This is an optimization exercise on Yosys and OpenROAD, whose aim is small area and a short achievable clock period, not a production implementation. At most, simulation tests tie the RTL to the original design; equivalence was not proved. No functional check of the RTL was part of run 1.

==> flow/design.v, too long to show whole: its modules and the start of the top module <==
// module Filter_IIR: 3596 lines
// module iir_fa: 6 lines
// module iir_ha: 6 lines
module Filter_IIR(Output, Input, clk, reset);
  // ...
==> flow/flow/run.sh <==
#!/bin/bash
export BUFFER_PORTS_ARGS="-buffer_cell sky130_fd_sc_hd__buf_2"
bash standard.sh > standard.log 2>&1
==> flow/standard.sh <==
#!/bin/bash
# synth_recipe.tcl (not shown) runs the flow's synth.tcl, then flattens the netlist and writes it again
# the make line also repeats each setting of config.mk as NAME=value (left out here)
make -C /OpenROAD-flow-scripts/flow DESIGN_CONFIG=/design/flow/config.mk WORK_HOME=/design/flow/orfs CLKGATE_MAP_FILE= SYNTH_SCRIPT=/design/flow/synth_recipe.tcl "${@:-finish}"
==> flow/config.mk <==
export PLATFORM = sky130hd
export DESIGN_NAME = Filter_IIR
export DESIGN_NICKNAME = Filter_IIR
export VERILOG_FILES = /design/flow/design.v
export SDC_FILE = /design/flow/constraint.sdc
export NUM_CORES = 4
export LEC_CHECK = 0
export CAP_MARGIN = 20
export CORE_MARGIN = 2
export CORE_UTILIZATION = 40
export CTS_BUF_LIST = sky130_fd_sc_hd__clkbuf_8
export CTS_CLUSTER_SIZE = 30
export SLEW_MARGIN = 20
export SYNTH_HIERARCHICAL = 1
export SYNTH_MINIMUM_KEEP_SIZE = 0
==> flow/constraint.sdc <==
create_clock -name core_clock -period 40.0 [get_ports {clk}]
set_input_delay 8.0000 -clock core_clock [delete_from_list [all_inputs] [get_ports {clk}]]
set_output_delay 8.0000 -clock core_clock [all_outputs]
set_load 0.01 [all_outputs]
==> flow_metrics.py, run 1 <==
metrics = {
    "global_routing": {
        "grt_pass1_vias": 20330,
        "grt.total_usage_pct": 18.33,
    },
    "sta": {
        "rsz0062_at_grt": "no",
        "fin_crit_sh_pct": 69.74,
        "slew_viol_final": 0,
    },
    "clock_network": {
        "post_cts_buffers": 0,
        "clock_latency_ns": 0.58,
    },
    "min_path": {
        "hold_path.class": "reg -> reg",
        "holdPathEnd": "s3_d2[1]",
    },
    "yosys": {
        "synth_fa_ha_area_share_pct": 67.34,
        "synth_top_area_share_pct": 52.26,
        "synth_compound_area_share_pct": 4.125,
        "synth_top_family_by_area": "adder cells",
        "yosysMostFrequentCell": "fa_1",
    },
    "placed_design": {
        "gp_congestion": 0.9272,
        "port_buffers": 65,
        "place_hpwl_um": 58570,
    },
    "final_layout": {
        "drive_above_1_share_pct": 4.853,
        "final_common_cell": "fa_1",
        "inverters": 644,
        "clockNetworkAreaShare_pct": 1.295,
        "largest_reg_flops": 24,
        "buffer_area_share_pct": 1.202,
        "seqCellArea_sq_um": 4054,
        "syn_to_final_growth_pct": 6.149,
    },
    "setup_path": {
        "crit_end": "Output[24]",
        "critPathCaptureType": "output port",
        "cp-start-kind": "input pin",
    },
    "run": {
        "maxCapViolCount": 0,
    },
    "status": {
        "status": "no timing/DRC/antenna violations",
    },
    "drt": {
        "detail_route.wl_per_cell_um": 18.22,
        "first_pass_iters": 5,
    },
}
==> run 2: changes to the inputs <==
--- a/flow/design.v
+++ b/flow/design.v
@@ -3388,205 +3388,385 @@
   wire n3376 = n3214 ^ n3343;
   wire n3377 = n3215 ^ n3344;
   wire n3378 = n3216 ^ n3345;
   wire n3379 = n3217 ^ n3346;
   wire n3380 = n3218 ^ n3347;
   wire n3381 = n3219 ^ n3348;
   wire n3382 = n3220 ^ n3349;
   wire n3383 = n3221 ^ n3350;
-  wire n3384 = n1120 ^ n3361;
-  wire n3385 = ~n1120 & n3361;
-  wire n3386 = n1122 ^ n3362;
-  wire n3387 = ~n1122 & n3362;
-  wire n3388 = n1124 ^ n3363;
-  wire n3389 = ~n1124 & n3363;
-  wire n3390 = n1126 ^ n3364;
-  wire n3391 = ~n1126 & n3364;
-  wire n3392 = n1128 ^ n3365;
-  wire n3393 = ~n1128 & n3365;
-  wire n3394 = n1130 ^ n3366;
-  wire n3395 = ~n1130 & n3366;
-  wire n3396 = n1132 ^ n3367;
-  wire n3397 = ~n1132 & n3367;
-  wire n3398 = n1134 ^ n3368;
-  wire n3399 = ~n1134 & n3368;
-  wire n3400 = n1136 ^ n3369;
-  wire n3401 = ~n1136 & n3369;
-  wire n3402 = n1138 ^ n3370;
-  wire n3403 = ~n1138 & n3370;
-  wire n3404 = n1140 ^ n3371;
-  wire n3405 = ~n1140 & n3371;
-  wire n3406 = n1142 ^ n3372;
-  wire n3407 = n1142 | n3372;
-  wire n3408 = n1144 ^ n3373;
-  wire n3409 = n1144 | n3373;
-  wire n3410 = n1146 ^ n3374;
-  wire n3411 = ~n1146 & n3374;
-  wire n3412 = n1148 ^ n3375;
-  wire n3413 = n1148 | n3375;
-  wire n3414 = n1150 ^ n3376;
-  wire n3415 = n1150 | n3376;
-  wire n3416 = n1152 ^ n3377;
-  wire n3417 = n1152 | n3377;
-  wire n3418 = n1154 ^ n3378;
-  wire n3419 = n1154 | n3378;
-  wire n3420 = n1157 ^ n3379;
-  wire n3421 = n1157 | n3379;
-  wire n3422 = n1160 ^ n3380;
-  wire n3423 = n1160 | n3380;
-  wire n3424 = n1163 ^ n3381;
-  wire n3425 = n1163 | n3381;
-  wire n3426 = n1166 ^ n3382;
-  wire n3427 = n1118 & ~n3360;
-  wire n3428 = ~n1118 & ~n3384;
-  wire n3429 = n3385 & ~n3386;
-  wire n3430 = n3387 & ~n3388;
-  wire n3431 = n3389 & ~n3390;
-  wire n3432 = n3391 & ~n3392;
-  wire n3433 = n3393 & ~n3394;
-  wire n3434 = n3395 & ~n3396;
-  wire n3435 = n3397 & ~n3398;
-  wire n3436 = n3399 & ~n3400;
-  wire n3437 = n3401 & ~n3402;
-  wire n3438 = n3403 & ~n3404;
-  wire n3439 = n3405 & n3406;
-  wire n3440 = ~n3407 & n3408;
-  wire n3441 = ~n3409 & ~n3410;
-  wire n3442 = n3411 & n3412;
-  wire n3443 = ~n3413 & n3414;
-  wire n3444 = ~n3415 & n3416;
-  wire n3445 = ~n3417 & n3418;
-  wire n3446 = ~n3419 & n3420;
-  wire n3447 = ~n3421 & n3422;
-  wire n3448 = ~n3423 & n3424;
-  wire n3449 = ~n3425 & n3426;
-  wire n3450 = n1118 ^ n3360;
-  wire n3451 = n1118 ^ n3384;
-  wire n3452 = n3385 ^ n3386;
-  wire n3453 = n3387 ^ n3388;
-  wire n3454 = n3389 ^ n3390;
-  wire n3455 = n3391 ^ n3392;
-  wire n3456 = n3393 ^ n3394;
-  wire n3457 = n3395 ^ n3396;
-  wire n3458 = n3397 ^ n3398;
-  wire n3459 = n3399 ^ n3400;
-  wire n3460 = n3401 ^ n3402;
-  wire n3461 = n3403 ^ n3404;
-  wire n3462 = n3405 ^ n3406;
-  wire n3463 = n3407 ^ n3408;
-  wire n3464 = n3409 ^ n3410;
-  wire n3465 = n3411 ^ n3412;
-  wire n3466 = n3413 ^ n3414;
-  wire n3467 = n3415 ^ n3416;
-  wire n3468 = n3417 ^ n3418;
-  wire n3469 = n3419 ^ n3420;
-  wire n3470 = n3421 ^ n3422;
-  wire n3471 = n3423 ^ n3424;
-  wire n3472 = n3425 ^ n3426;
-  wire n3473 = n3428 | (n3451 & n3427);
-  wire n3474 = n3430 | (~n3453 & n3429);
-  wire n3475 = ~n3453 & ~n3452;
-  wire n3476 = n3432 | (~n3455 & n3431);
-  wire n3477 = ~n3455 & ~n3454;
-  wire n3478 = n3434 | (~n3457 & n3433);
-  wire n3479 = ~n3457 & ~n3456;
-  wire n3480 = n3436 | (~n3459 & n3435);
-  wire n3481 = ~n3459 & ~n3458;
-  wire n3482 = n3438 | (~n3461 & n3437);
-  wire n3483 = ~n3461 & ~n3460;
-  wire n3484 = n3440 | (~n3463 & n3439);
-  wire n3485 = ~n3463 & n3462;
-  wire n3486 = n3442 | (n3465 & n3441);
-  wire n3487 = n3465 & n3464;
-  wire n3488 = n3444 | (~n3467 & n3443);
-  wire n3489 = ~n3467 & ~n3466;
-  wire n3490 = n3446 | (~n3469 & n3445);
-  wire n3491 = ~n3469 & ~n3468;
-  wire n3492 = n3448 | (~n3471 & n3447);
-  wire n3493 = ~n3471 & ~n3470;
-  wire n3494 = n3429 | (~n3452 & n3473);
-  wire n3495 = n3474 | (n3475 & n3473);
-  wire n3496 = n3433 | (~n3456 & n3476);
-  wire n3497 = ~n3456 & n3477;
-  wire n3498 = n3478 | (n3479 & n3476);
-  wire n3499 = n3479 & n3477;
-  wire n3500 = n3437 | (~n3460 & n3480);
-  wire n3501 = ~n3460 & n3481;
-  wire n3502 = n3482 | (n3483 & n3480);
-  wire n3503 = n3483 & n3481;
-  wire n3504 = n3441 | (n3464 & n3484);
-  wire n3505 = n3464 & n3485;
-  wire n3506 = n3486 | (n3487 & n3484);
-  wire n3507 = n3487 & n3485;
-  wire n3508 = n3445 | (~n3468 & n3488);
-  wire n3509 = ~n3468 & n3489;
-  wire n3510 = n3490 | (n3491 & n3488);
-  wire n3511 = n3491 & n3489;
-  wire n3512 = n3449 | (~n3472 & n3492);
-  wire n3513 = ~n3472 & n3493;
-  wire n3514 = n3431 | (~n3454 & n3495);
-  wire n3515 = n3476 | (n3477 & n3495);
-  wire n3516 = n3496 | (n3497 & n3495);
-  wire n3517 = n3498 | (n3499 & n3495);
-  wire n3518 = n3439 | (n3462 & n3502);
-  wire n3519 = n3462 & n3503;
-  wire n3520 = n3484 | (n3485 & n3502);
-  wire n3521 = n3485 & n3503;
-  wire n3522 = n3504 | (n3505 & n3502);
-  wire n3523 = n3505 & n3503;
-  wire n3524 = n3506 | (n3507 & n3502);
-  wire n3525 = n3507 & n3503;
-  wire n3526 = n3447 | (~n3470 & n3510);
-  wire n3527 = ~n3470 & n3511;
-  wire n3528 = n3492 | (n3493 & n3510);
-  wire n3529 = n3493 & n3511;
-  wire n3530 = n3512 | (n3513 & n3510);
-  wire n3531 = n3513 & n3511;
-  wire n3532 = n3435 | (~n3458 & n3517);
-  wire n3533 = n3480 | (n3481 & n3517);
-  wire n3534 = n3500 | (n3501 & n3517);
-  wire n3535 = n3502 | (n3503 & n3517);
-  wire n3536 = n3518 | (n3519 & n3517);
-  wire n3537 = n3520 | (n3521 & n3517);
-  wire n3538 = n3522 | (n3523 & n3517);
-  wire n3539 = n3524 | (n3525 & n3517);
-  wire n3540 = n3443 | (~n3466 & n3539);
-  wire n3541 = n3488 | (n3489 & n3539);
-  wire n3542 = n3508 | (n3509 & n3539);
-  wire n3543 = n3510 | (n3511 & n3539);
-  wire n3544 = n3526 | (n3527 & n3539);
-  wire n3545 = n3528 | (n3529 & n3539);
-  wire n3546 = n3530 | (n3531 & n3539);
-  wire n3547 = n3451 ^ n3427;
-  wire n3548 = n3452 ^ n3473;
-  wire n3549 = n3453 ^ n3494;
-  wire n3550 = n3454 ^ n3495;
-  wire n3551 = n3455 ^ n3514;
-  wire n3552 = n3456 ^ n3515;
-  wire n3553 = n3457 ^ n3516;
-  wire n3554 = n3458 ^ n3517;
-  wire n3555 = n3459 ^ n3532;
-  wire n3556 = n3460 ^ n3533;
-  wire n3557 = n3461 ^ n3534;
-  wire n3558 = n3462 ^ n3535;
-  wire n3559 = n3463 ^ n3536;
-  wire n3560 = n3464 ^ n3537;
-  wire n3561 = n3465 ^ n3538;
-  wire n3562 = n3466 ^ n3539;
-  wire n3563 = n3467 ^ n3540;
-  wire n3564 = n3468 ^ n3541;
-  wire n3565 = n3469 ^ n3542;
-  wire n3566 = n3470 ^ n3543;
-  wire n3567 = n3471 ^ n3544;
-  wire n3568 = n3472 ^ n3545;
+  wire n3384 = n516 & n2939;
+  wire n3385 = n518 & n2940;
+  wire n3386 = n3066 & n2941;
+  wire n3387 = n3067 & n3068;
+  wire n3388 = n3069 & n3070;
+  wire n3389 = n3071 & n3072;
+  wire n3390 = n3073 & n3074;
+  wire n3391 = n3075 & n3076;
+  wire n3392 = n3077 & n3078;
+  wire n3393 = n3079 & n3080;
+  wire n3394 = n3081 & n3082;
+  wire n3395 = n3083 & n3084;
+  wire n3396 = n3085 & n3086;
+  wire n3397 = n3087 & n3088;
+  wire n3398 = n3089 & n3090;
+  wire n3399 = n3091 & n3092;
+  wire n3400 = n3093 & n3094;
+  wire n3401 = n3095 & n3097;
+  wire n3402 = n3098 & n3100;
+  wire n3403 = n3101 & n3103;
+  wire n3404 = n3104 & ~n3106;
+  wire n3405 = ~n3107 & ~n3109;
+  wire n3406 = ~n3110 & n3112;
+  wire n3407 = n3113 & ~n3115;
+  wire n3408 = ~n3116 & ~n564;
+  wire n3409 = n564 & n567;
+  wire n3410 = n516 ^ n2939;
+  wire n3411 = n518 ^ n2940;
+  wire n3412 = n3066 ^ n2941;
+  wire n3413 = n3067 ^ n3068;
+  wire n3414 = n3069 ^ n3070;
+  wire n3415 = n3071 ^ n3072;
+  wire n3416 = n3073 ^ n3074;
+  wire n3417 = n3075 ^ n3076;
+  wire n3418 = n3077 ^ n3078;
+  wire n3419 = n3079 ^ n3080;
+  wire n3420 = n3081 ^ n3082;
+  wire n3421 = n3083 ^ n3084;
+  wire n3422 = n3085 ^ n3086;
+  wire n3423 = n3087 ^ n3088;
+  wire n3424 = n3089 ^ n3090;
+  wire n3425 = n3091 ^ n3092;
+  wire n3426 = n3093 ^ n3094;
+  wire n3427 = n3095 ^ n3097;
+  wire n3428 = n3098 ^ n3100;
+  wire n3429 = n3101 ^ n3103;
+  wire n3430 = n3104 ^ n3106;
+  wire n3431 = n3107 ^ n3109;
+  wire n3432 = n3110 ^ n3112;
+  wire n3433 = n3113 ^ n3115;
+  wire n3434 = n3116 ^ n564;
+  wire n3435 = n564 ^ n567;
+  wire n3436 = n3385 | (n3411 & n3384);
+  wire n3437 = n3387 | (n3413 & n3386);
+  wire n3438 = n3413 & n3412;
+  wire n3439 = n3389 | (n3415 & n3388);
+  wire n3440 = n3415 & n3414;
+  wire n3441 = n3391 | (n3417 & n3390);
+  wire n3442 = n3417 & n3416;
+  wire n3443 = n3393 | (n3419 & n3392);
+  wire n3444 = n3419 & n3418;
+  wire n3445 = n3395 | (n3421 & n3394);
+  wire n3446 = n3421 & n3420;
+  wire n3447 = n3397 | (n3423 & n3396);
+  wire n3448 = n3423 & n3422;
+  wire n3449 = n3399 | (n3425 & n3398);
+  wire n3450 = n3425 & n3424;
+  wire n3451 = n3401 | (n3427 & n3400);
+  wire n3452 = n3427 & n3426;
+  wire n3453 = n3403 | (n3429 & n3402);
+  wire n3454 = n3429 & n3428;
+  wire n3455 = n3405 | (n3431 & n3404);
+  wire n3456 = n3431 & ~n3430;
+  wire n3457 = n3407 | (~n3433 & n3406);
+  wire n3458 = ~n3433 & ~n3432;
+  wire n3459 = n3409 | (n3435 & n3408);
+  wire n3460 = n3435 & n3434;
+  wire n3461 = n3386 | (n3412 & n3436);
+  wire n3462 = n3437 | (n3438 & n3436);
+  wire n3463 = n3390 | (n3416 & n3439);
+  wire n3464 = n3416 & n3440;
+  wire n3465 = n3441 | (n3442 & n3439);
+  wire n3466 = n3442 & n3440;
+  wire n3467 = n3394 | (n3420 & n3443);
+  wire n3468 = n3420 & n3444;
+  wire n3469 = n3445 | (n3446 & n3443);
+  wire n3470 = n3446 & n3444;
+  wire n3471 = n3398 | (n3424 & n3447);
+  wire n3472 = n3424 & n3448;
+  wire n3473 = n3449 | (n3450 & n3447);
+  wire n3474 = n3450 & n3448;
+  wire n3475 = n3402 | (n3428 & n3451);
+  wire n3476 = n3428 & n3452;
+  wire n3477 = n3453 | (n3454 & n3451);
+  wire n3478 = n3454 & n3452;
+  wire n3479 = n3406 | (~n3432 & n3455);
+  wire n3480 = ~n3432 & n3456;
+  wire n3481 = n3457 | (n3458 & n3455);
+  wire n3482 = n3458 & n3456;
+  wire n3483 = n3388 | (n3414 & n3462);
+  wire n3484 = n3439 | (n3440 & n3462);
+  wire n3485 = n3463 | (n3464 & n3462);
+  wire n3486 = n3465 | (n3466 & n3462);
+  wire n3487 = n3396 | (n3422 & n3469);
+  wire n3488 = n3422 & n3470;
+  wire n3489 = n3447 | (n3448 & n3469);
+  wire n3490 = n3448 & n3470;
+  wire n3491 = n3471 | (n3472 & n3469);
+  wire n3492 = n3472 & n3470;
+  wire n3493 = n3473 | (n3474 & n3469);
+  wire n3494 = n3474 & n3470;
+  wire n3495 = n3404 | (~n3430 & n3477);
+  wire n3496 = ~n3430 & n3478;
+  wire n3497 = n3455 | (n3456 & n3477);
+  wire n3498 = n3456 & n3478;
+  wire n3499 = n3479 | (n3480 & n3477);
+  wire n3500 = n3480 & n3478;
+  wire n3501 = n3481 | (n3482 & n3477);
+  wire n3502 = n3482 & n3478;
+  wire n3503 = n3392 | (n3418 & n3486);
+  wire n3504 = n3443 | (n3444 & n3486);
+  wire n3505 = n3467 | (n3468 & n3486);
+  wire n3506 = n3469 | (n3470 & n3486);
+  wire n3507 = n3487 | (n3488 & n3486);
+  wire n3508 = n3489 | (n3490 & n3486);
+  wire n3509 = n3491 | (n3492 & n3486);
+  wire n3510 = n3493 | (n3494 & n3486);
+  wire n3511 = n3408 | (n3434 & n3501);
+  wire n3512 = n3434 & n3502;
+  wire n3513 = n3459 | (n3460 & n3501);
+  wire n3514 = n3460 & n3502;
+  wire n3515 = n3459 | (n3460 & n3501);
+  wire n3516 = n3460 & n3502;
+  wire n3517 = n3459 | (n3460 & n3501);
+  wire n3518 = n3460 & n3502;
+  wire n3519 = n3459 | (n3460 & n3501);
+  wire n3520 = n3460 & n3502;
+  wire n3521 = n3400 | (n3426 & n3510);
+  wire n3522 = n3451 | (n3452 & n3510);
+  wire n3523 = n3475 | (n3476 & n3510);
+  wire n3524 = n3477 | (n3478 & n3510);
+  wire n3525 = n3495 | (n3496 & n3510);
+  wire n3526 = n3497 | (n3498 & n3510);
+  wire n3527 = n3499 | (n3500 & n3510);
+  wire n3528 = n3501 | (n3502 & n3510);
+  wire n3529 = n3511 | (n3512 & n3510);
+  wire n3530 = n3513 | (n3514 & n3510);
+  wire n3531 = n3515 | (n3516 & n3510);
+  wire n3532 = n3517 | (n3518 & n3510);
+  wire n3533 = n3519 | (n3520 & n3510);
+  wire n3534 = n3411 ^ n3384;
+  wire n3535 = n3412 ^ n3436;
+  wire n3536 = n3413 ^ n3461;
+  wire n3537 = n3414 ^ n3462;
+  wire n3538 = n3415 ^ n3483;
+  wire n3539 = n3416 ^ n3484;
+  wire n3540 = n3417 ^ n3485;
+  wire n3541 = n3418 ^ n3486;
+  wire n3542 = n3419 ^ n3503;
+  wire n3543 = n3420 ^ n3504;
+  wire n3544 = n3421 ^ n3505;
+  wire n3545 = n3422 ^ n3506;
+  wire n3546 = n3423 ^ n3507;
+  wire n3547 = n3424 ^ n3508;
+  wire n3548 = n3425 ^ n3509;
+  wire n3549 = n3426 ^ n3510;
+  wire n3550 = n3427 ^ n3521;
+  wire n3551 = n3428 ^ n3522;
+  wire n3552 = n3429 ^ n3523;
+  wire n3553 = n3430 ^ n3524;
+  wire n3554 = n3431 ^ n3525;
+  wire n3555 = n3432 ^ n3526;
+  wire n3556 = n3433 ^ n3527;
+  wire n3557 = n3434 ^ n3528;
+  wire n3558 = n3435 ^ n3529;
+  wire n3559 = ~n3381 ^ 1'b0;
+  wire n3560 = ~~n3381 & 1'b0;
+  wire n3561 = ~n3382 ^ 1'b0 ^ n3560;
+  wire n3562 = (~~n3382 & 1'b0) | (~(~n3382 ^ 1'b0) & n3560);
+  wire n3563 = ~n3383 ^ 1'b0 ^ n3562;
+  wire n3564 = n1120 ^ n3361;
+  wire n3565 = ~n1120 & n3361;
+  wire n3566 = n1122 ^ n3362;
+  wire n3567 = ~n1122 & n3362;
+  wire n3568 = n1124 ^ n3363;
+  wire n3569 = ~n1124 & n3363;
+  wire n3570 = n1126 ^ n3364;
+  wire n3571 = ~n1126 & n3364;
+  wire n3572 = n1128 ^ n3365;
+  wire n3573 = ~n1128 & n3365;
+  wire n3574 = n1130 ^ n3366;
+  wire n3575 = ~n1130 & n3366;
+  wire n3576 = n1132 ^ n3367;
+  wire n3577 = ~n1132 & n3367;
+  wire n3578 = n1134 ^ n3368;
+  wire n3579 = ~n1134 & n3368;
+  wire n3580 = n1136 ^ n3369;
+  wire n3581 = ~n1136 & n3369;
+  wire n3582 = n1138 ^ n3370;
+  wire n3583 = ~n1138 & n3370;
+  wire n3584 = n1140 ^ n3371;
+  wire n3585 = ~n1140 & n3371;
+  wire n3586 = n1142 ^ n3372;
+  wire n3587 = n1142 | n3372;
+  wire n3588 = n1144 ^ n3373;
+  wire n3589 = n1144 | n3373;
+  wire n3590 = n1146 ^ n3374;
+  wire n3591 = ~n1146 & n3374;
+  wire n3592 = n1148 ^ n3375;
+  wire n3593 = n1148 | n3375;
+  wire n3594 = n1150 ^ n3376;
+  wire n3595 = n1150 | n3376;
+  wire n3596 = n1152 ^ n3377;
+  wire n3597 = n1152 | n3377;
+  wire n3598 = n1154 ^ n3378;
+  wire n3599 = n1154 | n3378;
+  wire n3600 = n1157 ^ n3379;
+  wire n3601 = n1157 | n3379;
+  wire n3602 = n1160 ^ n3380;
+  wire n3603 = n1160 | n3380;
+  wire n3604 = n1163 ^ n3559;
+  wire n3605 = ~n1163 & n3559;
+  wire n3606 = n1166 ^ n3561;
+  wire n3607 = n1118 & ~n3360;
+  wire n3608 = ~n1118 & ~n3564;
+  wire n3609 = n3565 & ~n3566;
+  wire n3610 = n3567 & ~n3568;
+  wire n3611 = n3569 & ~n3570;
+  wire n3612 = n3571 & ~n3572;
+  wire n3613 = n3573 & ~n3574;
+  wire n3614 = n3575 & ~n3576;
+  wire n3615 = n3577 & ~n3578;
+  wire n3616 = n3579 & ~n3580;
+  wire n3617 = n3581 & ~n3582;
+  wire n3618 = n3583 & ~n3584;
+  wire n3619 = n3585 & n3586;
+  wire n3620 = ~n3587 & n3588;
+  wire n3621 = ~n3589 & ~n3590;
+  wire n3622 = n3591 & n3592;
+  wire n3623 = ~n3593 & n3594;
+  wire n3624 = ~n3595 & n3596;
+  wire n3625 = ~n3597 & n3598;
+  wire n3626 = ~n3599 & n3600;
+  wire n3627 = ~n3601 & n3602;
+  wire n3628 = ~n3603 & ~n3604;
+  wire n3629 = n3605 & ~n3606;
+  wire n3630 = n1118 ^ n3360;
+  wire n3631 = n1118 ^ n3564;
+  wire n3632 = n3565 ^ n3566;
+  wire n3633 = n3567 ^ n3568;
+  wire n3634 = n3569 ^ n3570;
+  wire n3635 = n3571 ^ n3572;
+  wire n3636 = n3573 ^ n3574;
+  wire n3637 = n3575 ^ n3576;
+  wire n3638 = n3577 ^ n3578;
+  wire n3639 = n3579 ^ n3580;
+  wire n3640 = n3581 ^ n3582;
+  wire n3641 = n3583 ^ n3584;
+  wire n3642 = n3585 ^ n3586;
+  wire n3643 = n3587 ^ n3588;
+  wire n3644 = n3589 ^ n3590;
+  wire n3645 = n3591 ^ n3592;
+  wire n3646 = n3593 ^ n3594;
+  wire n3647 = n3595 ^ n3596;
+  wire n3648 = n3597 ^ n3598;
+  wire n3649 = n3599 ^ n3600;
+  wire n3650 = n3601 ^ n3602;
+  wire n3651 = n3603 ^ n3604;
+  wire n3652 = n3605 ^ n3606;
+  wire n3653 = n3608 | (n3631 & n3607);
+  wire n3654 = n3610 | (~n3633 & n3609);
+  wire n3655 = ~n3633 & ~n3632;
+  wire n3656 = n3612 | (~n3635 & n3611);
+  wire n3657 = ~n3635 & ~n3634;
+  wire n3658 = n3614 | (~n3637 & n3613);
+  wire n3659 = ~n3637 & ~n3636;
+  wire n3660 = n3616 | (~n3639 & n3615);
+  wire n3661 = ~n3639 & ~n3638;
+  wire n3662 = n3618 | (~n3641 & n3617);
+  wire n3663 = ~n3641 & ~n3640;
+  wire n3664 = n3620 | (~n3643 & n3619);
+  wire n3665 = ~n3643 & n3642;
+  wire n3666 = n3622 | (n3645 & n3621);
+  wire n3667 = n3645 & n3644;
+  wire n3668 = n3624 | (~n3647 & n3623);
+  wire n3669 = ~n3647 & ~n3646;
+  wire n3670 = n3626 | (~n3649 & n3625);
+  wire n3671 = ~n3649 & ~n3648;
+  wire n3672 = n3628 | (n3651 & n3627);
+  wire n3673 = n3651 & ~n3650;
+  wire n3674 = n3609 | (~n3632 & n3653);
+  wire n3675 = n3654 | (n3655 & n3653);
+  wire n3676 = n3613 | (~n3636 & n3656);
+  wire n3677 = ~n3636 & n3657;
+  wire n3678 = n3658 | (n3659 & n3656);
+  wire n3679 = n3659 & n3657;
+  wire n3680 = n3617 | (~n3640 & n3660);
+  wire n3681 = ~n3640 & n3661;
+  wire n3682 = n3662 | (n3663 & n3660);
+  wire n3683 = n3663 & n3661;
+  wire n3684 = n3621 | (n3644 & n3664);
+  wire n3685 = n3644 & n3665;
+  wire n3686 = n3666 | (n3667 & n3664);
+  wire n3687 = n3667 & n3665;
+  wire n3688 = n3625 | (~n3648 & n3668);
+  wire n3689 = ~n3648 & n3669;
+  wire n3690 = n3670 | (n3671 & n3668);
+  wire n3691 = n3671 & n3669;
+  wire n3692 = n3629 | (~n3652 & n3672);
+  wire n3693 = ~n3652 & n3673;
+  wire n3694 = n3611 | (~n3634 & n3675);
+  wire n3695 = n3656 | (n3657 & n3675);
+  wire n3696 = n3676 | (n3677 & n3675);
+  wire n3697 = n3678 | (n3679 & n3675);
+  wire n3698 = n3619 | (n3642 & n3682);
+  wire n3699 = n3642 & n3683;
+  wire n3700 = n3664 | (n3665 & n3682);
+  wire n3701 = n3665 & n3683;
+  wire n3702 = n3684 | (n3685 & n3682);
+  wire n3703 = n3685 & n3683;
+  wire n3704 = n3686 | (n3687 & n3682);
+  wire n3705 = n3687 & n3683;
+  wire n3706 = n3627 | (~n3650 & n3690);
+  wire n3707 = ~n3650 & n3691;
+  wire n3708 = n3672 | (n3673 & n3690);
+  wire n3709 = n3673 & n3691;
+  wire n3710 = n3692 | (n3693 & n3690);
+  wire n3711 = n3693 & n3691;
+  wire n3712 = n3615 | (~n3638 & n3697);
+  wire n3713 = n3660 | (n3661 & n3697);
+  wire n3714 = n3680 | (n3681 & n3697);
+  wire n3715 = n3682 | (n3683 & n3697);
+  wire n3716 = n3698 | (n3699 & n3697);
+  wire n3717 = n3700 | (n3701 & n3697);
+  wire n3718 = n3702 | (n3703 & n3697);
+  wire n3719 = n3704 | (n3705 & n3697);
+  wire n3720 = n3623 | (~n3646 & n3719);
+  wire n3721 = n3668 | (n3669 & n3719);
+  wire n3722 = n3688 | (n3689 & n3719);
+  wire n3723 = n3690 | (n3691 & n3719);
+  wire n3724 = n3706 | (n3707 & n3719);
+  wire n3725 = n3708 | (n3709 & n3719);
+  wire n3726 = n3710 | (n3711 & n3719);
+  wire n3727 = n3631 ^ n3607;
+  wire n3728 = n3632 ^ n3653;
+  wire n3729 = n3633 ^ n3674;
+  wire n3730 = n3634 ^ n3675;
+  wire n3731 = n3635 ^ n3694;
+  wire n3732 = n3636 ^ n3695;
+  wire n3733 = n3637 ^ n3696;
+  wire n3734 = n3638 ^ n3697;
+  wire n3735 = n3639 ^ n3712;
+  wire n3736 = n3640 ^ n3713;
+  wire n3737 = n3641 ^ n3714;
+  wire n3738 = n3642 ^ n3715;
+  wire n3739 = n3643 ^ n3716;
+  wire n3740 = n3644 ^ n3717;
+  wire n3741 = n3645 ^ n3718;
+  wire n3742 = n3646 ^ n3719;
+  wire n3743 = n3647 ^ n3720;
+  wire n3744 = n3648 ^ n3721;
+  wire n3745 = n3649 ^ n3722;
+  wire n3746 = n3650 ^ n3723;
+  wire n3747 = n3651 ^ n3724;
+  wire n3748 = n3652 ^ n3725;
   wire [22:0] s1_w = {n1914, ~n1911, ~n1908, ~n1905, ~n1902, ~n1899, ~n1896, ~n1893, ~n1890, ~n1887, ~n1884, ~n1881, ~n1878, ~n1875, ~n1872, ~n1869, ~n1866, ~n1863, ~n1860, ~n1857, ~n1854, ~n1851, ~n1848};
   wire [22:0] s2_w = {n3021, ~n3018, ~n3015, ~n3012, ~n3010, n3007, n3004, n3002, n3000, n2998, n2996, n2993, n2990, n2987, n2984, n2981, n2978, n2975, n2972, n2969, n2966, n2963, n2960};
-  wire [22:0] s3_w = {~n3568, ~n3567, ~n3566, ~n3565, ~n3564, ~n3563, ~n3562, n3561, n3560, ~n3559, n3558, ~n3557, ~n3556, ~n3555, ~n3554, ~n3553, ~n3552, ~n3551, ~n3550, ~n3549, ~n3548, n3547, ~n3450};
-  wire [23:0] y = {~n3383, ~n3382, ~n3381, ~n3380, ~n3379, ~n3378, ~n3377, ~n3376, ~n3375, n3374, ~n3373, ~n3372, n3371, n3370, n3369, n3368, n3367, n3366, n3365, n3364, n3363, n3362, n3361, ~n3360};
+  wire [22:0] s3_w = {~n3748, n3747, ~n3746, ~n3745, ~n3744, ~n3743, ~n3742, n3741, n3740, ~n3739, n3738, ~n3737, ~n3736, ~n3735, ~n3734, ~n3733, ~n3732, ~n3731, ~n3730, ~n3729, ~n3728, n3727, ~n3630};
+  wire [23:0] y = {n3563, n3561, n3559, ~n3380, ~n3379, ~n3378, ~n3377, ~n3376, ~n3375, n3374, ~n3373, ~n3372, n3371, n3370, n3369, n3368, n3367, n3366, n3365, n3364, n3363, n3362, n3361, ~n3360};
   assign Output = {{8{y[23]}}, y};
   wire [23:0] s1_nd = {n2429, ~n2428, ~n2425, ~n2422, n2419, n2416, n2413, n2410, n2407, n2405, n2403, n2401, n2399, n2397, n2395, n2393, n2391, n2389, n2387, n2385, n2383, n2381, n2379, n2377};
   wire [23:0] s1_nc = {~n2583, ~n2580, ~n2577, n2574, n2571, n2569, n2567, n2565, n2563, n2561, n2559, n2557, n2555, n2553, n2551, n2549, n2547, n2545, n2543, n2541, n2539, n2537, n2535, n2532};
   always @(posedge clk or negedge reset)
     if (~reset) begin s1_d1 <= 23'd0; s1_c <= 24'd0; s1_dd <= 0; end
     else begin s1_d1 <= s1_w; s1_c <= s1_nc; s1_dd <= s1_nd; end
   always @(posedge clk or negedge reset)
     if (~reset) begin s2_d1 <= 23'd0; s2_d2 <= 23'd0; end
==> flow/config.mk (replaced) <==
export PLATFORM = sky130hd
export DESIGN_NAME = Filter_IIR
export DESIGN_NICKNAME = Filter_IIR
export VERILOG_FILES = /design/flow/design.v
export SDC_FILE = /design/flow/constraint.sdc
export NUM_CORES = 4
export LEC_CHECK = 0
export CAP_MARGIN = 20
export CORE_MARGIN = 2
export CORE_UTILIZATION = 40
export SLEW_MARGIN = 20
export SYNTH_HIERARCHICAL = 1
export SYNTH_MINIMUM_KEEP_SIZE = 0
==> flow_metrics.py, run 2 <==
metrics = {
    "yosys": {
        "synth_top_area_share_pct": 52.35,
        "synth_area_leaders": "fa_1, ha_1, dfrtp_1",
        "synthCells": 2477,
        "yosysWarnings": 7,
        "ys.flop_type": "dfrtp_1",
        "ys_seq_area_share_pct": 13.40,
        "syn_nets": 3655,
        "synth_cell_types": 57,
        "ys_ff_latch": 162,
        "yosysMostFrequentCell": "fa_1",
        "synth_area_per_cell_sq_um": 12.21,
        "async_flop_share_pct": 100.0,
        "synth_commonest_cells": "fa_1, inv_1, ha_1, dfrtp_1, xnor2_1",
        "synth_edf_count": 0,
        "synth_area_sq_um": 30250,
        "yosys.area.top_type": "fa_1",
    },
    "global_routing": {
        "grt_antenna_before_repair": 0,
        "grt_pass1_wl_um": 107700,
        "grt_pass1_vias": 20390,
        "grt-ovfl-total": 0,
        "grt.total_usage_pct": 18.10,
        "grt_max_degree": 68,
    },
    "floorplan": {
        "die_area_sq_um": 77840,
        "core_sq_um": 74700,
        "io_pins": 66,
        "die_x_um": 279.0,
        "dieHeight_um": 279.0,
        "rows": 100,
        "start_util_pct": 40.49,
    },
    "sta": {
        "fin_crit_sh_pct": 69.31,
        "setup_viol_count_final": 0,
        "max_freq_ghz": 0.03607,
        "fin_crit_ns": 27.72,
        "fin_skew_ns": 0.01422,
        "tightest_slew_ns": 1.029,
        "finalHoldViolCount": 0,
        "rsz0062_at_grt": "no",
        "finalSetupTns_ns": 0,
        "relSlewSlack_pct": 30.94,
        "slew_viol_final": 0,
        "layout_setup_ws_ns": 12.28,
    },
    "final_layout": {
        "design_area_sq_um": 32320,
        "final_cell_mix": "fa_1, inv_1, ha_1, dfrtp_1, xnor2_1",
        "syn_to_final_growth_pct": 6.867,
        "num-nets-final": 3725,
        "largest_reg_flops": 24,
        "final_common_cell": "fa_1",
        "diodes": 0,
        "regMostFlops": "s1_c",
        "drive_above_1_share_pct": 4.844,
    },
    "clock_network": {
        "clk_pin_slew_ns": 0.07,
        "numCtsBuffers": 17,
        "cts.sinks": 162,
        "root_buffer": "clkbuf_16",
        "post_cts_buffers": 0,
        "ctsHoldBuffers": 0,
        "cts_resized": 0,
        "cts_tree": "yes",
        "clock_latency_ns": 0.50,
        "cts_max_level": 4,
        "clk_path_buf_depth": 2,
    },
    "setup_path": {
        "criticalPathCategory": "in -> out",
        "crit_fanout": 9,
        "cp_slowest_cell": "a2111oi_0",
        "cp-start-kind": "input pin",
        "cp.required_ns": 32.00,
        "cp_common_cell": "fa_1",
        "critPathCaptureType": "output port",
        "arrival_ns": 19.72,
        "slowest_delay_ns": 0.64,
    },
    "drt": {
        "first_pass_iters": 6,
        "ant_nets": 0,
        "drtIter0Drc": 720,
        "routed_wl_um": 63830,
        "detail_route.wl_per_cell_um": 18.09,
        "via_per_inst": 4.848,
        "drc_errors": 0,
        "vias": 17110,
    },
    "placed_design": {
        "dp_slack_ns": 12.20,
        "place_hpwl_um": 57880,
        "placed_area_sq_um": 31690,
        "gp_congestion": 0.9030,
        "port_buffers": 65,
    },
    "status": {
        "status": "no timing/DRC/antenna violations",
    },
    "run": {
        "maxCapViolCount": 0,
    },
    "min_path": {
        "hold_path.class": "reg -> reg",
    },
}
run 2: cell count changes after synthesis, sizes merged, moves of 4 or more:
| cell | delta |
|---|---|
| nor2 | +13 |
| inv | +6 |
| or2 | -5 |
| a21oi | -4 |
| and2 | +4 |
| and3 | +4 |
| nor3 | -4 |
run 2: stage by stage:
step                      hold slack [ns]  cells  util (%)
final                              0.3886   3529     43.27
after global routing               0.4180   3529     43.27
after CTS                          0.3961   3529     43.25
after detailed placement           0.3667   3497     42.42
after global placement             0.3698   3497     42.42
after floorplan                    0.3537   2477         -
run 2: modules after synthesis (local to each module, per instance):
module	cells	times used
Filter_IIR	1640	1
iir_ha	1	57
iir_fa	1	780
run 2: layout make-up:
type,count,area (sq um)
Fill cell,6829,42370
Multi-Input combinational cell,1641,23590
Sequential cell,162,4054
Inverter,650,2440
Tap cell,969,1212
Clock buffer,17,425.4
Timing Repair Buffer,75,406.6
Clock inverter,15,195.2
run 2: logic make-up after synthesis:
kind of cell               count (synthesis)  share of synthesized area [%]
xor gates and xnor gates                 117                          3.413
buffers and inverters                    674                          8.654
adders and majority gates               1159                          67.45
DFF                                      162                          13.40
AOI/OAI and AO/OA                        175                          3.859
and+or+nand+nor                          190                          3.222
run 2: per-layer routing:
| metal | global-route usage (%) | wire length (um) | vias to the layer above |
|---|---|---|---|
| li1 | - | - | 7650 |
| met1 | 23.89 | 27740 | 9134 |
| met2 | 30.88 | 32620 | 245 |
| met3 | 2.904 | 1984 | 78 |
| met4 | 5.266 | 1479 | 0 |
| met5 | 0 | 0 | - |
run 2: final timing paths:
check                           startpoint         end  slack (ns)  cells after the start
min in group asynchronous            reset    s1_c[20]        7.50                      1
worst min-delay path              s3_d1[1]    s3_d2[1]        0.39                      0
worst max-delay path             Input[11]  Output[24]       12.28                     42
max in group asynchronous            reset   s2_d1[18]       31.17                      2
worst max register to register    s2_d1[0]   s3_d1[22]       20.28                     56
worst min register to register    s3_d1[1]    s3_d2[1]        0.39                      0
run 2: critical path, delay by kind of cell:
| family | cells | cell delay, ns |
|---|---|---|
| compound gates | 19 | 4.58 |
| xor+xnor | 3 | 1.35 |
| fa+ha+maj | 10 | 4.43 |
| buf+inv | 6 | 0.65 |
| simple gates | 4 | 0.71 |
==> run 3: changes to the inputs <==
--- a/flow/config.mk
+++ b/flow/config.mk
@@ -9,4 +9,6 @@
 export CORE_MARGIN = 2
 export CORE_UTILIZATION = 40
+export CTS_BUF_LIST = sky130_fd_sc_hd__clkbuf_8
+export CTS_CLUSTER_SIZE = 30
 export SLEW_MARGIN = 20
 export SYNTH_HIERARCHICAL = 1
==> flow_metrics.py, run 3 <==
metrics = {
    "floorplan": {
        "start_util_pct": 40.49,
        "die_area_sq_um": 77840,
        "io_pins": 66,
        "rows": 100,
        "dieHeight_um": 279.0,
        "core_sq_um": 74700,
        "die_x_um": 279.0,
    },
    "final_layout": {
        "design_area_sq_um": 32140,
        "drive_above_1_share_pct": 4.844,
        "syn_to_final_growth_pct": 6.242,
        "largest_reg_flops": 24,
        "final_common_cell": "fa_1",
        "num-nets-final": 3725,
        "final_cell_mix": "fa_1, inv_1, ha_1, dfrtp_1, xnor2_1",
        "final_util_pct": 43.02,
        "regMostFlops": "s1_c",
        "final_cells": 3530,
    },
    "drt": {
        "vias": 17080,
        "first_pass_iters": 4,
        "detail_route.wl_per_cell_um": 18.11,
        "ant_nets": 0,
        "drc_errors": 0,
        "routed_wl_um": 63930,
        "drtIter0Drc": 712,
        "via_per_inst": 4.839,
    },
    "clock_network": {
        "cts.sinks": 162,
        "ctsHoldBuffers": 0,
        "post_cts_buffers": 0,
        "root_buffer": "clkbuf_8",
        "clk_pin_slew_ns": 0.09,
        "clock_latency_ns": 0.59,
        "clk_path_buf_depth": 2,
        "cts_max_level": 4,
        "numCtsBuffers": 17,
        "cts_tree": "yes",
        "cts_resized": 0,
    },
    "sta": {
        "tightest_slew_ns": 1.039,
        "slew_viol_final": 0,
        "fin_skew_ns": 0.02224,
        "rsz0062_at_grt": "no",
        "setup_viol_count_final": 0,
        "fin_crit_sh_pct": 69.37,
        "finalSetupTns_ns": 0,
        "fin_crit_ns": 27.75,
        "layout_setup_ws_ns": 12.25,
        "relSlewSlack_pct": 30.21,
        "max_freq_ghz": 0.03604,
        "finalHoldViolCount": 0,
        "whs_ns": 0.3943,
    },
    "min_path": {
        "hold_path.class": "reg -> reg",
    },
    "yosys": {
        "synth_top_area_share_pct": 52.35,
        "yosysWarnings": 7,
        "syn_nets": 3655,
        "synth_commonest_cells": "fa_1, inv_1, ha_1, dfrtp_1, xnor2_1",
        "async_flop_share_pct": 100.0,
        "ys_seq_area_share_pct": 13.40,
        "synth_edf_count": 0,
        "yosys.area.top_type": "fa_1",
        "synth_area_sq_um": 30250,
        "ys.flop_type": "dfrtp_1",
        "synth_area_leaders": "fa_1, ha_1, dfrtp_1",
        "synthCells": 2477,
        "yosysMostFrequentCell": "fa_1",
        "synth_cell_types": 57,
        "synth_area_per_cell_sq_um": 12.21,
        "ys_ff_latch": 162,
    },
    "placed_design": {
        "placed_area_sq_um": 31690,
        "place_hpwl_um": 57880,
        "placedCellCount": 3497,
        "port_buffers": 65,
        "gp_congestion": 0.9030,
        "dp_slack_ns": 12.20,
    },
    "global_routing": {
        "grt.total_usage_pct": 18.11,
        "grt_max_degree": 68,
        "grt_pass1_vias": 20420,
        "grt_pass1_wl_um": 107800,
        "grt_antenna_before_repair": 1,
        "grt-ovfl-total": 0,
    },
    "run": {
        "maxCapViolCount": 0,
    },
    "setup_path": {
        "criticalPathCategory": "in -> out",
        "cp_common_cell": "fa_1",
        "arrival_ns": 19.75,
        "crit_fanout": 9,
        "critPathCaptureType": "output port",
        "slowest_delay_ns": 0.64,
        "cp-start-kind": "input pin",
        "cp.required_ns": 32.00,
        "cp_slowest_cell": "a2111oi_0",
    },
    "status": {
        "status": "no timing/DRC/antenna violations",
    },
}
-- run 3: final cells by class --
type                    instances  area (sq um)
repair buffers                 75         406.6
well taps                     969          1212
inverters                     650          2440
fillers                      6855         42560
clock buffers                  17         234.0
multi-input cells            1641         23590
diodes                          1         2.502
clock inverters                15         195.2
flip-flops and latches        162          4054
-- run 3: Yosys stat by module, one instance, submodules excluded --
module / flops+latches / copies in the design / cells
iir_fa: 0 / 780 / 1
Filter_IIR: 162 / 1 / 1640
iir_ha: 0 / 57 / 1
-- run 3: path summary, 6_finish.rpt --
path / endpoint / slack (ns) / start / cells past startpoint
max: Output[24] / 12.25 / Input[11] / 42
min: s3_d2[1] / 0.39 / s3_d1[1] / 0
max reg2reg: s3_d1[22] / 20.24 / s2_d1[0] / 56
min reg2reg: s3_d2[1] / 0.39 / s3_d1[1] / 0
max in group asynchronous: s2_d1[18] / 31.27 / reset / 2
min in group asynchronous: s1_c[16] / 7.39 / reset / 1
-- run 3: cells by family (layout without fill, tap and decap cells) --
group / count (synthesis) / in the layout / synth area share, %
compound gates: 175 / 175 / 3.859
buf+inv: 674 / 757 / 8.654
xor+xnor: 117 / 117 / 3.413
flops: 162 / 162 / 13.40
simple gates: 190 / 190 / 3.222
fa+ha+maj: 1159 / 1159 / 67.45
other cells: 0 / 1 / 0
-- run 3: per-layer routing --
metal	routed length, um	global-route usage (%)	up-vias	share of wire, %
li1	-	-	7635	-
met1	27880	23.86	9125	44
met2	32580	30.99	236	51
met3	1934	2.811	87	3.0
met4	1535	5.376	0	2.4
met5	0	0	-	0
-- run 3: worst max-delay path, delay by kind of cell --
family / cells / cell delay (ns)
AOI/OAI and AO/OA: 19 / 4.59
xor gates and xnor gates: 3 / 1.36
adders and majority gates: 10 / 4.43
buffers and inverters: 6 / 0.65
and+or+nand+nor: 4 / 0.71

static timing again, ports no longer ideal:
In the flow no input, the clock included, has a driving cell. The finished layouts below were timed again as built, in two steps. Step 1 (the two cells are an assumption about what drives the block):
set clk [get_ports {clk}]
set_driving_cell -lib_cell sky130_fd_sc_hd__clkbuf_16 $clk
set_driving_cell -lib_cell sky130_fd_sc_hd__buf_2 [delete_from_list [all_inputs] $clk]
Step 2 also shifts input and output timing later by t, the mid clock arrival at the registers, as if the neighbouring blocks saw the same clock. Three values: no drivers, after step 1, after step 2; two values: the first two.
| run | t (ns) | setup slack, ns | worst setup path at the end | latest minus earliest clock arrival (ns) | worst register clock-pin slew, ns |
|---|---|---|---|---|---|
| run 1 | 0.629 | 12.104 / 12.078 / 12.078 | input to output | 0.017 / 0.017 | 0.10 / 0.10 |
| run 2 | 0.555 | 12.277 / 12.248 / 12.248 | input to output | 0.018 / 0.018 | 0.08 / 0.08 |
| run 3 | 0.633 | 12.251 / 12.222 / 12.222 | input to output | 0.030 / 0.030 | 0.12 / 0.12 |
After both steps every run listed still meets setup and hold.
